This design comes from an exercise in tuning for small area, a short achievable clock period and few clock cycles on the open sky130 flow, not from production work.
At most, simulation tests tie the RTL to the original design; equivalence was not proved.
No activity file was given, so power comes from the tool's default toggle rates.

## run 1
==> flow/design.v <==
module add32bk(input [31:0] a, input [31:0] b, input cin, output [31:0] s, output co);
	wire [31:0] p0 = a ^ b;
	wire [31:0] g0 = a & b;
	wire [31:0] g1, p1;
	assign g1[0] = g0[0] | (p0[0] & cin);
	assign p1[0] = p0[0];
	assign g1[31:1] = g0[31:1];
	assign p1[31:1] = p0[31:1];
	wire [31:0] G [0:5];
	wire [31:0] P [0:5];
	assign G[0] = g1; assign P[0] = p1;
	genvar l, i;
	generate
		for (l = 0; l < 5; l = l + 1) begin : up
			for (i = 0; i < 32; i = i + 1) begin : n
				if ((i % (2 << l)) == ((2 << l) - 1)) begin
					assign G[l+1][i] = G[l][i] | (P[l][i] & G[l][i - (1 << l)]);
					assign P[l+1][i] = P[l][i] & P[l][i - (1 << l)];
				end else begin
					assign G[l+1][i] = G[l][i];
					assign P[l+1][i] = P[l][i];
				end
			end
		end
	endgenerate
	wire [31:0] C [0:4];
	assign C[0] = G[5];
	generate
		for (l = 3; l >= 0; l = l - 1) begin : dn
			for (i = 0; i < 32; i = i + 1) begin : n
				if ((i % (2 << l)) == ((1 << l) - 1) && i >= (2 << l)) begin
					assign C[4-l][i] = C[3-l][i] | (P[l][i] & C[3-l][i - (1 << l)]) ;
				end else begin
					assign C[4-l][i] = C[3-l][i];
				end
			end
		end
	endgenerate
	wire [31:0] c = C[4];
	assign s = p0 ^ {c[30:0], cin};
	assign co = c[31];
endmodule
module mod(input wire clk, input wire reset, input [31:0] a, input [31:0] b,
           output [31:0] result, output reg done);
	reg [31:0] r;
	reg [4:0] cnt;
	reg start, busy;
	wire [4:0] pa, pb;
	msb32 ma(.x(a), .p(pa));
	msb32 mb(.x(b), .p(pb));
	wire [5:0] s = {1'b0, pa} - {1'b0, pb};
	wire pos = ~s[5] & (s[4:0] != 5'd0);
	wire [4:0] sh = start ? (pos ? s[4:0] : 5'd0) : cnt;
	wire [31:0] x = start ? a : r;
	wire [31:0] d = b << sh;
	wire [31:0] t;
	wire nb;
	add32bk sub1(.a(x), .b(~d), .cin(1'b1), .s(t), .co(nb));
	wire last = (sh == 5'd0);
	wire take = nb | (last & start);
	always @(posedge clk) begin
		if (reset) begin
			start <= 1'b1;
			busy <= 1'b0;
			done <= 1'b0;
		end else if (start | busy) begin
			start <= 1'b0;
			busy <= ~last;
			done <= last;
		end
	end
	always @(posedge clk) begin
		if (start | busy) begin
			r <= take ? t : x;
			cnt <= sh - 5'd1;
		end
	end
	assign result = r;
endmodule
module msb32(input [31:0] x, output [4:0] p);
	wire [15:0] v1; wire [15:0] p1;
	wire [7:0] v2; wire [15:0] p2;
	wire [3:0] v3; wire [11:0] p3;
	wire [1:0] v4; wire [7:0] p4;
	genvar i;
	generate
		for (i = 0; i < 16; i = i + 1) begin : l1
			assign v1[i] = x[2*i+1] | x[2*i];
			assign p1[i] = x[2*i+1];
		end
		for (i = 0; i < 8; i = i + 1) begin : l2
			assign v2[i] = v1[2*i+1] | v1[2*i];
			assign p2[2*i+1:2*i] = v1[2*i+1] ? {1'b1, p1[2*i+1]} : {1'b0, p1[2*i]};
		end
		for (i = 0; i < 4; i = i + 1) begin : l3
			assign v3[i] = v2[2*i+1] | v2[2*i];
			assign p3[3*i+2:3*i] = v2[2*i+1] ? {1'b1, p2[4*i+3:4*i+2]} : {1'b0, p2[4*i+1:4*i]};
		end
		for (i = 0; i < 2; i = i + 1) begin : l4
			assign v4[i] = v3[2*i+1] | v3[2*i];
			assign p4[4*i+3:4*i] = v3[2*i+1] ? {1'b1, p3[6*i+5:6*i+3]} : {1'b0, p3[6*i+2:6*i]};
		end
	endgenerate
	assign p = v4[1] ? {1'b1, p4[7:4]} : {1'b0, p4[3:0]};
endmodule
module alu(
	input wire clk,
	input wire reset,
	output reg [31:0] result,
	output done,
	input [2:0] sel,
	input [31:0] a,
	input [31:0] b
);
	wire sub = sel[2] & ~sel[0];
	wire [31:0] bx = b ^ {32{sub}};
	wire [31:0] s;
	wire co;
	add32bk add1(.a(a), .b(bx), .cin(sub), .s(s), .co(co));
	wire lt = (a[31] ^ b[31]) ? a[31] : s[31];
	wire [31:0] result_mod;
	mod mod1(.clk(clk), .reset(reset), .a(a), .b(b),
	         .result(result_mod), .done(done));
	always @(*) begin
		case (sel)
			3'd0: result = a & b;
			3'd1: result = a | b;
			3'd2: result = a ^ b;
			3'd3: result = ~(a | b);
			3'd4: result = {31'd0, lt};
			3'd7: result = result_mod;
			default: result = s;
		endcase
	end
endmodule
clock: 10.0 ns
lec_check: 0
cap_margin: 20
core_margin: 2
core_utilization: 40
setup_slack_margin: 3.5
slew_margin: 20
tns_end_percent: 100
run.sh (not shown) runs the stock make flow with config.mk's settings and CLKGATE_MAP_FILE= SYNTH_SCRIPT=/design/flow/synth_recipe.tcl, a recipe that flattens the netlist after the stock synthesis.
diff inputs: run 1 => run 2
==> flow/design.v, changed modules only <==
module add32sk(input [31:0] a, input [31:0] b, input cin, output [31:0] s, output co);
	wire [31:0] p0 = a ^ b;
	wire [31:0] g0 = a & b;
	wire [31:0] G [0:5];
	wire [31:0] P [0:5];
	assign G[0] = {g0[31:1], g0[0] | (p0[0] & cin)};
	assign P[0] = p0;
	genvar l, i;
	generate
		for (l = 0; l < 5; l = l + 1) begin : lv
			for (i = 0; i < 32; i = i + 1) begin : n
				if (i & (1 << l)) begin
					assign G[l+1][i] = G[l][i] | (P[l][i] & G[l][((i >> l) << l) - 1]);
					assign P[l+1][i] = P[l][i] & P[l][((i >> l) << l) - 1];
				end else begin
					assign G[l+1][i] = G[l][i];
					assign P[l+1][i] = P[l][i];
				end
			end
		end
	endgenerate
	wire [31:0] c = G[5];
	assign s = p0 ^ {c[30:0], cin};
	assign co = c[31];
endmodule
module mod(input wire clk, input wire reset, input [31:0] a, input [31:0] b,
           output [31:0] result, output reg done);
	reg [31:0] r;
	reg [4:0] cnt;
	reg start, busy;
	wire [4:0] pa, pb;
	msb32 ma(.x(a), .p(pa));
	msb32 mb(.x(b), .p(pb));
	wire [5:0] s = {1'b0, pa} - {1'b0, pb};
	wire pos = ~s[5] & (s[4:0] != 5'd0);
	wire [4:0] sh = start ? (pos ? s[4:0] : 5'd0) : cnt;
	wire [31:0] x = start ? a : r;
	wire [31:0] d1 = b << sh;
	wire [31:0] d0 = {1'b0, d1[31:1]};
	wire [31:0] t1, t0;
	wire nb1, nb0;
	add32sk sub1(.a(x), .b(~d1), .cin(1'b1), .s(t1), .co(nb1));
	add32sk sub0(.a(x), .b(~d0), .cin(1'b1), .s(t0), .co(nb0));
	wire last = (sh == 5'd0);
	wire two = ~last & ~nb1;
	wire fin = last | (two & (sh == 5'd1));
	always @(posedge clk) begin
		if (reset) begin
			start <= 1'b1;
			busy <= 1'b0;
			done <= 1'b0;
		end else if (start | busy) begin
			start <= 1'b0;
			busy <= ~fin;
			done <= fin;
		end
	end
	always @(posedge clk) begin
		if (start | busy) begin
			if (nb1 | (last & start))
				r <= t1;
			else if (two & nb0)
				r <= t0;
			cnt <= sh - (two ? 5'd2 : 5'd1);
		end
	end
	assign result = r;
endmodule
module alu(
	input wire clk,
	input wire reset,
	output reg [31:0] result,
	output done,
	input [2:0] sel,
	input [31:0] a,
	input [31:0] b
);
	wire sub = sel[2] & ~sel[0];
	wire [31:0] bx = b ^ {32{sub}};
	wire [31:0] s;
	wire co;
	add32sk add1(.a(a), .b(bx), .cin(sub), .s(s), .co(co));
	wire lt = (a[31] ^ b[31]) ? a[31] : s[31];
	wire [31:0] result_mod;
	mod mod1(.clk(clk), .reset(reset), .a(a), .b(b),
	         .result(result_mod), .done(done));
	always @(*) begin
		case (sel)
			3'd0: result = a & b;
			3'd1: result = a | b;
			3'd2: result = a ^ b;
			3'd3: result = ~(a | b);
			3'd4: result = {31'd0, lt};
			3'd7: result = result_mod;
			default: result = s;
		endcase
	end
endmodule
// module add32bk removed
Results
- In the reports for run 2 and run 1, the smaller average via count per standard cell belongs to run 1.
- The portion of the post-synthesis area used by sequential elements in run 2 sits 1.4 points below the value recorded for run 1.
- Compared with run 1, run 2 shows a sequential portion of the cell area that is 1.3 points lower.
- Relative to run 1, relative contribution of combinational cells to total power increased by 7.9 points in run 2.
- Cell depth of the worst setup path (lower): run 1
- Per the comparison of run 2 with run 1, non-filler instance count after layout increased 16%, total power increased 2.6 mW, post-layout instance area increased about 18%, post-route worst hold slack increased 9.4 ps, minimum setup slack in the final design increased 170 ps.
- In the reports for run 2 and run 1, the larger switching part of the total power belongs to run 2.
- Looking at portion of the layout cell area used by non-clock buffers, run 2 sits 1.6 points higher than run 1 does.
No run of this note included a check of the RTL's function; only the layout flow was run.

---

Another version of the RTL of alu (not shown whole).
Size: roughly 40 flip-flops, about 100 I/O pins, ~0.011 mm2 of cells after synthesis.
==> module add32sk, before the edit <==
module add32sk(input [31:0] a, input [31:0] b, input cin, output [31:0] s, output co);
	wire [31:0] p0 = a ^ b;
	wire [31:0] g0 = a & b;
	wire [31:0] G [0:5];
	wire [31:0] P [0:5];
	assign G[0] = {g0[31:1], g0[0] | (p0[0] & cin)};
	assign P[0] = p0;
	genvar l, i;
	generate
		for (l = 0; l < 5; l = l + 1) begin : lv
			for (i = 0; i < 32; i = i + 1) begin : n
				if (i & (1 << l)) begin
					assign G[l+1][i] = G[l][i] | (P[l][i] & G[l][((i >> l) << l) - 1]);
					assign P[l+1][i] = P[l][i] & P[l][((i >> l) << l) - 1];
				end else begin
					assign G[l+1][i] = G[l][i];
					assign P[l+1][i] = P[l][i];
				end
			end
		end
	endgenerate
	wire [31:0] c = G[5];
	assign s = p0 ^ {c[30:0], cin};
	assign co = c[31];
endmodule
==> module mod, before the edit <==
module mod(input wire clk, input wire reset, input [31:0] a, input [31:0] b,
           output [31:0] result, output reg done);
	reg [31:0] r;
	reg [4:0] cnt;
	reg start, busy;
	wire [4:0] pa, pb;
	msb32 ma(.x(a), .p(pa));
	msb32 mb(.x(b), .p(pb));
	wire [5:0] s = {1'b0, pa} - {1'b0, pb};
	wire pos = ~s[5] & (s[4:0] != 5'd0);
	wire [4:0] sh = start ? 5'd0 : cnt;
	wire [31:0] x = start ? a : r;
	wire [31:0] d1 = b << sh;
	wire [31:0] d0 = {1'b0, d1[31:1]};
	wire [31:0] t1, t0;
	wire nb1, nb0;
	add32sk sub1(.a(x), .b(~d1), .cin(1'b1), .s(t1), .co(nb1));
	add32sk sub0(.a(x), .b(~d0), .cin(1'b1), .s(t0), .co(nb0));
	wire last = (sh == 5'd0);
	wire two = ~last & ~nb1;
	wire fin = start ? ~pos : (last | (two & (sh == 5'd1)));
	always @(posedge clk) begin
		if (reset) begin
			start <= 1'b1;
			busy <= 1'b0;
			done <= 1'b0;
		end else if (start | busy) begin
			start <= 1'b0;
			busy <= ~fin;
			done <= fin;
		end
	end
	always @(posedge clk) begin
		if (start) begin
			r <= pos ? a : t1;
			cnt <= s[4:0];
		end else if (busy) begin
			if (nb1)
				r <= t1;
			else if (two & nb0)
				r <= t0;
			cnt <= sh - (two ? 5'd2 : 5'd1);
		end
	end
	assign result = r;
endmodule
==> module alu, before the edit <==
module alu(
	input wire clk,
	input wire reset,
	output reg [31:0] result,
	output done,
	input [2:0] sel,
	input [31:0] a,
	input [31:0] b
);
	wire sub = sel[2] & ~sel[0];
	wire [31:0] bx = b ^ {32{sub}};
	wire [31:0] s;
	wire co;
	add32sk add1(.a(a), .b(bx), .cin(sub), .s(s), .co(co));
	wire lt = (a[31] ^ b[31]) ? a[31] : s[31];
	wire [31:0] result_mod;
	mod mod1(.clk(clk), .reset(reset), .a(a), .b(b),
	         .result(result_mod), .done(done));
	always @(*) begin
		case (sel)
			3'd0: result = a & b;
			3'd1: result = a | b;
			3'd2: result = a ^ b;
			3'd3: result = ~(a | b);
			3'd4: result = {31'd0, lt};
			3'd7: result = result_mod;
			default: result = s;
		endcase
	end
endmodule
clock: 10.0 ns
lec_check: 0
cap_margin: 20
core_margin: 2
core_utilization: 40
setup_slack_margin: 3.5
slew_margin: 20
tns_end_percent: 100
Rerun with:
--- a/flow/design.v
+++ b/flow/design.v
@@ -1,6 +1,7 @@
-module add32sk(input [31:0] a, input [31:0] b, input cin, output [31:0] s, output co);
-	wire [31:0] p0 = a ^ b;
-	wire [31:0] g0 = a & b;
+module add32sk(input [31:0] a, input [31:0] b, input cin, output [31:0] s, output co,
+               output [31:0] p0, output [31:0] g0);
+	assign p0 = a ^ b;
+	assign g0 = a & b;
 	wire [31:0] G [0:5];
 	wire [31:0] P [0:5];
 	assign G[0] = {g0[31:1], g0[0] | (p0[0] & cin)};
@@ -32,8 +33,8 @@
 	msb32 ma(.x(a), .p(pa));
 	msb32 mb(.x(b), .p(pb));
 	wire [5:0] s = {1'b0, pa} - {1'b0, pb};
-	wire pos = ~s[5] & (s[4:0] != 5'd0);
-	wire [4:0] sh = start ? 5'd0 : cnt;
+	wire pos = ~s[5] & (s[4:1] != 4'd0);	 
+	wire [4:0] sh = start ? 5'd1 : cnt;
 	wire [31:0] x = start ? a : r;
 	wire [31:0] d1 = b << sh;
 	wire [31:0] d0 = {1'b0, d1[31:1]};
@@ -43,7 +44,7 @@
 	add32sk sub0(.a(x), .b(~d0), .cin(1'b1), .s(t0), .co(nb0));
 	wire last = (sh == 5'd0);
 	wire two = ~last & ~nb1;
-	wire fin = start ? ~pos : (last | (two & (sh == 5'd1)));
+	wire fin = start ? (~pos & two) : (last | (two & (sh == 5'd1)));
 	always @(posedge clk) begin
 		if (reset) begin
 			start <= 1'b1;
@@ -57,8 +58,13 @@
 	end
 	always @(posedge clk) begin
 		if (start) begin
-			r <= pos ? a : t1;
-			cnt <= s[4:0];
+			if (pos)
+				r <= a;
+			else if (nb1)
+				r <= t1;
+			else
+				r <= t0;
+			cnt <= pos ? s[4:0] : 5'd0;
 		end else if (busy) begin
 			if (nb1)
 				r <= t1;
@@ -106,19 +112,19 @@
 );
 	wire sub = sel[2] & ~sel[0];
 	wire [31:0] bx = b ^ {32{sub}};
-	wire [31:0] s;
+	wire [31:0] s, p, g;
 	wire co;
-	add32sk add1(.a(a), .b(bx), .cin(sub), .s(s), .co(co));
+	add32sk add1(.a(a), .b(bx), .cin(sub), .s(s), .co(co), .p0(p), .g0(g));
 	wire lt = (a[31] ^ b[31]) ? a[31] : s[31];
 	wire [31:0] result_mod;
 	mod mod1(.clk(clk), .reset(reset), .a(a), .b(b),
 	         .result(result_mod), .done(done));
 	always @(*) begin
 		case (sel)
-			3'd0: result = a & b;
-			3'd1: result = a | b;
-			3'd2: result = a ^ b;
-			3'd3: result = ~(a | b);
+			3'd0: result = g;
+			3'd1: result = g | p;
+			3'd2: result = p;
+			3'd3: result = ~(g | p);
 			3'd4: result = {31'd0, lt};
 			3'd7: result = result_mod;
 			default: result = s;
After rerunning:
- synthesized cell count drops by about 2.4%
- die area goes down by 2.7%
- cell count is lower by 4.2%
- non-clock buffer count shrinks by 9
- global-route usage came out lower by 0.33 points
- design area came out lower by 2.2%
- wire length drops by 5.3%
- sequential share of layout area rises by 0.18 points
- critical path depth went down by 5
- core utilization rises by 0.43 points
Testbench counts after the change, summed over its fixed seeds: cycles 14,763.
No functional check of the RTL was part of the first run of this note.

==> afterwards: timing with drivers on the ports <==
In the flow no input, the clock included, has a driving cell. The finished layouts below were timed again as built, in two steps.
Step 1, drivers: a clkbuf_16 drives clk and a buf_2 each remaining input, both assumed.
Step 2 moves the port delays by t, midway between the first and last clock arrival at a register: inputs arrive t later, outputs are due t later. That takes back most of the time a late clock gives input paths.
a / b / c = ideal / step 1 / step 2; a / b = the first two.
| run | shift t [ns] | slack for setup (ns) | hold slack, ns | slew at the worst register clock pin (ns) |
|---|---|---|---|---|
| run 1 | 0.334 | 1.681 / 1.701 / 1.367 | 0.462 / 0.462 / 0.462 | 0.07 / 0.07 |
| run 2 | 0.338 | 1.851 / 1.866 / 1.528 | 0.471 / 0.471 / 0.471 | 0.08 / 0.08 |
| the first run of note 2 | 0.329 | 2.899 / 2.858 / 2.858 | 0.520 / 0.520 / 0.520 | 0.07 / 0.07 |
| the second run of note 2 | 0.344 | 2.779 / 2.753 / 2.753 | 0.503 / 0.503 / 0.503 | 0.07 / 0.07 |
After both steps every run listed still meets setup and hold. The setup slack of run 2, which loses most, moves by +0.015 ns with the drivers and by -0.323 ns with both steps.
